Background: an optimization exercise with open tools, aiming at small area and a short achievable clock period. Do not read the settings as production practice.

==> inputs of v18 <==
Design sorter, start of the top module:
module sorter#
(
	parameter WIDTH = 16
)
(
	input clk,
	input rst,
	input [WIDTH-1:0] d1,
	input [WIDTH-1:0] d2,
	input [WIDTH-1:0] d3,
	input [WIDTH-1:0] d4,
	input start,
	input [1:0]M,
	output reg done,
	output [4*WIDTH-1:0]y
);
==> module sorter, before the edit <==
module sorter#
(
	parameter WIDTH = 16
)
(
	input clk,
	input rst,
	input [WIDTH-1:0] d1,
	input [WIDTH-1:0] d2,
	input [WIDTH-1:0] d3,
	input [WIDTH-1:0] d4,
	input start,
	input [1:0]M,
	output reg done,
	output [4*WIDTH-1:0]y
);
reg [1:0] cnt;       
reg v_r;             
reg first_r;         
reg last_r;          
wire first = ~M[0] | (cnt == 2'd0);
wire last  = ~M[0] | (cnt == 2'd3);
always@(posedge clk, negedge rst)
	begin
		if(!rst)
			begin
				cnt <= 0;
				v_r <= 0;
				first_r <= 0;
				last_r <= 0;
				done <= 0;
			end
		else
			begin
				if(start && M[0])
					cnt <= cnt + 1'b1;
				v_r <= start;
				first_r <= start & first;
				last_r <= start & last;
				done <= last_r;
			end
	end
reg [WIDTH-1:0] g [0:3];
always@(posedge clk)
	begin
		g[0] <= d1;
		g[1] <= d2;
		g[2] <= d3;
		g[3] <= d4;
	end
reg [WIDTH-1:0] s [0:3];
assign y = {s[3], s[2], s[1], s[0]};
reg c [0:3][0:3];
reg bf [0:3][0:3];
reg ps [0:3][0:4];    
reg qg [0:3][0:3];    
reg zs [0:3][0:3];    
reg [1:0] n1;
reg [2:0] n2;
reg sel;
reg [WIDTH-1:0] nxt [0:3];
integer i, j, k, m, p;
function le;
	input [WIDTH-1:0] a;
	input [WIDTH-1:0] b;
	reg [WIDTH-1:0] gg, pp;
	integer w, x;
	begin
		gg = b & ~a;
		pp = b | ~a;
		for(w = WIDTH; w > 1; w = w / 2)
			for(x = 0; x < w / 2; x = x + 1)
				begin
					gg[x] = gg[2*x+1] | (pp[2*x+1] & gg[2*x]);
					pp[x] = pp[2*x+1] & pp[2*x];
				end
		le = gg[0] | pp[0];
	end
endfunction
always@(*)
	begin
		for(j = 0; j < 4; j = j + 1)
			for(k = 0; k < 4; k = k + 1)
				c[j][k] = ~v_r | (~first_r & le(s[k], g[j]));
		for(i = 0; i < 4; i = i + 1)
			for(j = 0; j < 4; j = j + 1)
				if(i < j)
					bf[i][j] = le(g[i], g[j]);
				else if(i > j)
					bf[i][j] = ~le(g[j], g[i]);
				else
					bf[i][j] = 1'b0;
		for(j = 0; j < 4; j = j + 1)
			begin
				ps[j][0] = ~c[j][0];
				for(m = 1; m < 4; m = m + 1)
					ps[j][m] = c[j][m-1] & ~c[j][m];
				ps[j][4] = c[j][3];
				n1 = 0;
				n2 = 0;
				for(i = 0; i < 4; i = i + 1)
					if(i != j)
						n2 = n2 + bf[i][j];
				for(m = 0; m < 4; m = m + 1)
					qg[j][m] = (n2 == m);
			end
		for(k = 0; k < 4; k = k + 1)
			begin
				n2 = !c[0][k] + !c[1][k] + !c[2][k] + !c[3][k];
				for(m = 0; m < 4; m = m + 1)
					zs[k][m] = (n2 == m);
			end
		for(p = 0; p < 4; p = p + 1)
			begin
				nxt[p] = 0;
				for(j = 0; j < 4; j = j + 1)
					begin
						sel = 1'b0;
						for(m = 0; m <= p; m = m + 1)
							sel = sel | (ps[j][m] & qg[j][p-m]);
						nxt[p] = nxt[p] | ({WIDTH{sel}} & g[j]);
					end
				for(k = 0; k <= p; k = k + 1)
					nxt[p] = nxt[p] | ({WIDTH{zs[k][p-k]}} & s[k]);
			end
	end
always@(posedge clk)
	begin
		s[0] <= nxt[0];
		s[1] <= nxt[1];
		s[2] <= nxt[2];
		s[3] <= nxt[3];
	end
endmodule
clock: 10.0 ns
lec_check: 0
cap_margin: 20
core_margin: 2
core_utilization: 30
setup_slack_margin: 5
slew_margin: 20
run.sh (not shown) runs the stock make flow with config.mk's settings and CLKGATE_MAP_FILE= SYNTH_SCRIPT=/design/flow/synth_recipe.tcl, a recipe that flattens the netlist after the stock synthesis.
==> inputs of v6, as changes to v18 <==
==> flow/design.v (replaced) <==
module comparator#(parameter WIDTH = 16)
(
	input [WIDTH-1:0] a,
	input [WIDTH-1:0] b,
	output o
);
reg [WIDTH-1:0] gg, pp;
integer w, x;
always@(*)
	begin
		gg = b & ~a;
		pp = b | ~a;
		for(w = WIDTH; w > 1; w = w / 2)
			for(x = 0; x < w / 2; x = x + 1)
				begin
					gg[x] = gg[2*x+1] | (pp[2*x+1] & gg[2*x]);
					pp[x] = pp[2*x+1] & pp[2*x];
				end
	end
assign o = gg[0] | pp[0];
endmodule
module sorter#
(
	parameter WIDTH = 16
)
(
	input clk,
	input rst,
	input [WIDTH-1:0] d1,
	input [WIDTH-1:0] d2,
	input [WIDTH-1:0] d3,
	input [WIDTH-1:0] d4,
	input start,
	input [1:0]M,
	output reg done,
	output [4*WIDTH-1:0]y
);
reg [1:0] cnt;       
reg v_r;             
reg first_r;         
reg last_r;          
wire first = ~M[0] | (cnt == 2'd0);
wire last  = ~M[0] | (cnt == 2'd3);
always@(posedge clk, negedge rst)
	begin
		if(!rst)
			begin
				cnt <= 0;
				v_r <= 0;
				first_r <= 0;
				last_r <= 0;
				done <= 0;
			end
		else
			begin
				if(start && M[0])
					cnt <= cnt + 1'b1;
				v_r <= start;
				first_r <= start & first;
				last_r <= start & last;
				done <= last_r;
			end
	end
wire [WIDTH-1:0] d [0:3];
assign d[0] = d1;
assign d[1] = d2;
assign d[2] = d3;
assign d[3] = d4;
wire le_d [0:3][0:3];
genvar gi, gj;
generate
	for(gi = 0; gi < 4; gi = gi + 1)
		for(gj = gi + 1; gj < 4; gj = gj + 1)
			begin: cmp_d
				comparator#(.WIDTH(WIDTH)) u(.a(d[gi]), .b(d[gj]), .o(le_d[gi][gj]));
			end
endgenerate
reg bf [0:3][0:3];    
reg oh [0:3][0:3];    
reg x0, x1, x2;
reg [WIDTH-1:0] hn [0:3];
integer i, j, k, p;
always@(*)
	begin
		for(i = 0; i < 4; i = i + 1)
			for(j = 0; j < 4; j = j + 1)
				if(i < j)
					bf[i][j] = le_d[i][j];
				else if(i > j)
					bf[i][j] = ~le_d[j][i];
				else
					bf[i][j] = 1'b0;
		for(j = 0; j < 4; j = j + 1)
			begin
				x0 = bf[(j+1)%4][j];
				x1 = bf[(j+2)%4][j];
				x2 = bf[(j+3)%4][j];
				oh[j][0] = ~x0 & ~x1 & ~x2;
				oh[j][1] = (x0 & ~x1 & ~x2) | (~x0 & x1 & ~x2) | (~x0 & ~x1 & x2);
				oh[j][2] = (~x0 & x1 & x2) | (x0 & ~x1 & x2) | (x0 & x1 & ~x2);
				oh[j][3] = x0 & x1 & x2;
			end
		for(p = 0; p < 4; p = p + 1)
			begin
				hn[p] = 0;
				for(j = 0; j < 4; j = j + 1)
					hn[p] = hn[p] | ({WIDTH{oh[j][p]}} & d[j]);
			end
	end
reg [WIDTH-1:0] h [0:3];
always@(posedge clk)
	begin
		h[0] <= hn[0];
		h[1] <= hn[1];
		h[2] <= hn[2];
		h[3] <= hn[3];
	end
reg [WIDTH-1:0] s [0:3];
assign y = {s[3], s[2], s[1], s[0]};
reg c [0:3][0:3];
wire le_sh [0:3][0:3];
generate
	for(gi = 0; gi < 4; gi = gi + 1)
		for(gj = 0; gi + gj < 4; gj = gj + 1)
			begin: cmp_sh
				comparator#(.WIDTH(WIDTH)) u(.a(s[gi]), .b(h[gj]), .o(le_sh[gi][gj]));
			end
endgenerate
reg sel;
reg [WIDTH-1:0] nxt [0:3];
always@(*)
	begin
		for(k = 0; k < 4; k = k + 1)
			for(j = 0; j < 4; j = j + 1)
				c[k][j] = (k + j <= 3) ? (~v_r | (~first_r & le_sh[k][j])) : 1'b0;
		for(p = 0; p < 4; p = p + 1)
			begin
				nxt[p] = 0;
				for(k = 0; k <= p; k = k + 1)
					begin
						sel = c[k][p-k];
						if(p - k >= 1)
							sel = sel & ~c[k][p-k-1];
						nxt[p] = nxt[p] | ({WIDTH{sel}} & s[k]);
					end
				for(j = 0; j <= p; j = j + 1)
					begin
						sel = ~c[p-j][j];
						if(p - j >= 1)
							sel = sel & c[p-j-1][j];
						nxt[p] = nxt[p] | ({WIDTH{sel}} & h[j]);
					end
			end
	end
always@(posedge clk)
	begin
		s[0] <= nxt[0];
		s[1] <= nxt[1];
		s[2] <= nxt[2];
		s[3] <= nxt[3];
	end
endmodule
==> flow/flow/run.sh (new file) <==
#!/bin/bash
# Standard ORFS layout, with two changes: port buffers use the small
# buf_1 cell (repair resizes them where timing needs it), and timing repair
# aims for extra setup slack.
set -euo pipefail
MARGIN=$(cat flow/margin.txt)
bash standard.sh \
	"BUFFER_PORTS_ARGS=-buffer_cell sky130_fd_sc_hd__buf_1" \
	"SETUP_SLACK_MARGIN=$MARGIN" \
	finish > standard.log 2>&1
==> flow/flow/margin.txt (new file) <==
6
==> flow/standard.sh (new file) <==
#!/bin/bash
# synth_recipe.tcl (not shown) runs the flow's synth.tcl, then flattens the netlist and writes it again
# the make line also repeats each setting of config.mk as NAME=value (left out here)
make -C /OpenROAD-flow-scripts/flow DESIGN_CONFIG=/design/flow/config.mk WORK_HOME=/design/flow/orfs CLKGATE_MAP_FILE= SYNTH_SCRIPT=/design/flow/synth_recipe.tcl "${@:-finish}"
- SETUP_SLACK_MARGIN: 5 -> unset
- SYNTH_HIERARCHICAL: unset -> 1
- SYNTH_MINIMUM_KEEP_SIZE: unset -> 0
removed: flow/run.sh
==> inputs of v32, as changes to v18 <==
==> flow/design.v (replaced) <==
module sorter#
(
	parameter WIDTH = 16
)
(
	input clk,
	input rst,
	input [WIDTH-1:0] d1,
	input [WIDTH-1:0] d2,
	input [WIDTH-1:0] d3,
	input [WIDTH-1:0] d4,
	input start,
	input [1:0]M,
	output reg done,
	output [4*WIDTH-1:0]y
);
function le;
	input [WIDTH-1:0] a;
	input [WIDTH-1:0] b;
	reg [WIDTH-1:0] gg, pp;
	integer w, x;
	begin
		gg = b & ~a;
		pp = b | ~a;
		for(w = WIDTH; w > 1; w = w / 2)
			for(x = 0; x < w / 2; x = x + 1)
				begin
					gg[x] = gg[2*x+1] | (pp[2*x+1] & gg[2*x]);
					pp[x] = pp[2*x+1] & pp[2*x];
				end
		le = gg[0] | pp[0];
	end
endfunction
reg [1:0] cnt;       
reg v_r;             
reg first_r;         
reg last_r;          
wire first = ~M[0] | (cnt == 2'd0);
wire last  = ~M[0] | (cnt == 2'd3);
always@(posedge clk, negedge rst)
	begin
		if(!rst)
			begin
				cnt <= 0;
				v_r <= 0;
				first_r <= 0;
				last_r <= 0;
				done <= 0;
			end
		else
			begin
				if(start && M[0])
					cnt <= cnt + 1'b1;
				v_r <= start;
				first_r <= start & first;
				last_r <= start & last;
				done <= last_r;
			end
	end
wire [WIDTH-1:0] d [0:3];
assign d[0] = d1;
assign d[1] = d2;
assign d[2] = d3;
assign d[3] = d4;
reg bf [0:3][0:3];    
reg oh [0:3][0:3];    
reg x0, x1, x2;
reg [WIDTH-1:0] hn [0:3];
integer i, j, k, p;
always@(*)
	begin
		for(i = 0; i < 4; i = i + 1)
			for(j = 0; j < 4; j = j + 1)
				if(i < j)
					bf[i][j] = le(d[i], d[j]);
				else if(i > j)
					bf[i][j] = ~le(d[j], d[i]);
				else
					bf[i][j] = 1'b0;
		for(j = 0; j < 4; j = j + 1)
			begin
				x0 = bf[(j+1)%4][j];
				x1 = bf[(j+2)%4][j];
				x2 = bf[(j+3)%4][j];
				oh[j][0] = ~x0 & ~x1 & ~x2;
				oh[j][1] = (x0 & ~x1 & ~x2) | (~x0 & x1 & ~x2) | (~x0 & ~x1 & x2);
				oh[j][2] = (~x0 & x1 & x2) | (x0 & ~x1 & x2) | (x0 & x1 & ~x2);
				oh[j][3] = x0 & x1 & x2;
			end
		for(p = 0; p < 4; p = p + 1)
			begin
				hn[p] = 0;
				for(j = 0; j < 4; j = j + 1)
					hn[p] = hn[p] | ({WIDTH{oh[j][p]}} & d[j]);
			end
	end
reg [WIDTH-1:0] h [0:3];
always@(posedge clk)
	begin
		h[0] <= hn[0];
		h[1] <= hn[1];
		h[2] <= hn[2];
		h[3] <= hn[3];
	end
reg [WIDTH-1:0] s [0:3];
assign y = {s[3], s[2], s[1], s[0]};
reg c [0:3][0:3];
reg sel;
reg [WIDTH-1:0] nxt [0:3];
always@(*)
	begin
		for(k = 0; k < 4; k = k + 1)
			for(j = 0; j < 4; j = j + 1)
				c[k][j] = (k + j <= 3) ? (~v_r | (~first_r & le(s[k], h[j]))) : 1'b0;
		for(p = 0; p < 4; p = p + 1)
			begin
				nxt[p] = 0;
				for(k = 0; k <= p; k = k + 1)
					begin
						sel = c[k][p-k];
						if(p - k >= 1)
							sel = sel & ~c[k][p-k-1];
						nxt[p] = nxt[p] | ({WIDTH{sel}} & s[k]);
					end
				for(j = 0; j <= p; j = j + 1)
					begin
						sel = ~c[p-j][j];
						if(p - j >= 1)
							sel = sel & c[p-j-1][j];
						nxt[p] = nxt[p] | ({WIDTH{sel}} & h[j]);
					end
			end
	end
always@(posedge clk)
	begin
		s[0] <= nxt[0];
		s[1] <= nxt[1];
		s[2] <= nxt[2];
		s[3] <= nxt[3];
	end
endmodule
==> flow/flow/run.sh (new file) <==
#!/bin/bash
# Standard ORFS layout, with two changes: port buffers use the small
# buf_1 cell (repair resizes them where timing needs it), and timing repair
# aims for extra setup slack.
set -euo pipefail
MARGIN=$(cat flow/margin.txt)
bash standard.sh \
	"BUFFER_PORTS_ARGS=-buffer_cell sky130_fd_sc_hd__buf_1" \
	"SETUP_SLACK_MARGIN=$MARGIN" \
	finish > standard.log 2>&1
==> flow/flow/margin.txt (new file) <==
6
==> flow/standard.sh (new file) <==
#!/bin/bash
# synth_recipe.tcl (not shown) runs the flow's synth.tcl, then flattens the netlist and writes it again
# the make line also repeats each setting of config.mk as NAME=value (left out here)
make -C /OpenROAD-flow-scripts/flow DESIGN_CONFIG=/design/flow/config.mk WORK_HOME=/design/flow/orfs CLKGATE_MAP_FILE= SYNTH_SCRIPT=/design/flow/synth_recipe.tcl "${@:-finish}"
- SETUP_SLACK_MARGIN: 5 -> unset
removed: flow/run.sh
==> flow_summary.ini <==
[setup_path]
endpoint = s[3][2]

[synth]
synth_edf_count = 0

[status]
status = complete, no violations

[cells_and_area]
regArea_mm2 = 0.00281
design_area_mm2 = 0.0152

[grt]
grt_pass1_vias = 14108

[die]
core_mm2 = 0.0406
# the run above: v18

==> flow_summary.ini <==
[status]
status = complete, no violations

[grt]
grt_util_met3 = 0.0506

[setup_path]
cp.arrival_ns = 4.37

[cells_and_area]
design_area_mm2 = 0.0129
layout_commonest_cell = inv_1
clkbuf_count = 17

[die]
core_mm2 = 0.0347

[synth]
syn_nets = 1395
yosysUniqueCellTypes = 86

[timing]
max_freq_ghz = 0.245
# the run above: v32

==> flow_summary.ini <==
[status]
status = complete, no violations

[synth]
synth_edf_count = 16

[setup_path]
endpoint = h[2][13]

[cells_and_area]
design_area_mm2 = 0.0132

[die]
core_mm2 = 0.0374

[grt]
grt_pass1_vias = 11204
# the run above: v6

No functional check of the RTL was part of any run of this note.

[afterwards: timing with drivers on the ports]
In the flow no input, the clock included, has a driving cell. The finished layouts below were timed again as built, in two steps.
Step 1 (the two cells are an assumption about what drives the block):
set clk [get_ports {clk}]
set_driving_cell -lib_cell sky130_fd_sc_hd__clkbuf_16 $clk
set_driving_cell -lib_cell sky130_fd_sc_hd__buf_2 [delete_from_list [all_inputs] $clk]
Step 2 also shifts input and output timing later by t, the mid clock arrival at the registers, as if the neighbouring blocks saw the same clock.
Three values: ideal ports, drivers, drivers and shift; two values: the first two.
run	t, ns	slack for setup (ns)	worst hold slack (ns)	worst setup path after step 2	pins driven straight from the clock port
v18	0.522	5.003 / 5.003 / 5.003	0.355 / 0.355 / 0.355	register to register	1
v6	0.462	5.972 / 5.977 / 5.516	0.362 / 0.362 / 0.362	input to register	1
v32	0.459	5.921 / 5.936 / 5.477	0.349 / 0.349 / 0.349	input to register	1
After both steps setup and hold are still met in every run listed. For v6, which loses most, drivers alone change the setup slack by +0.005 ns; drivers and shift together by -0.456 ns.
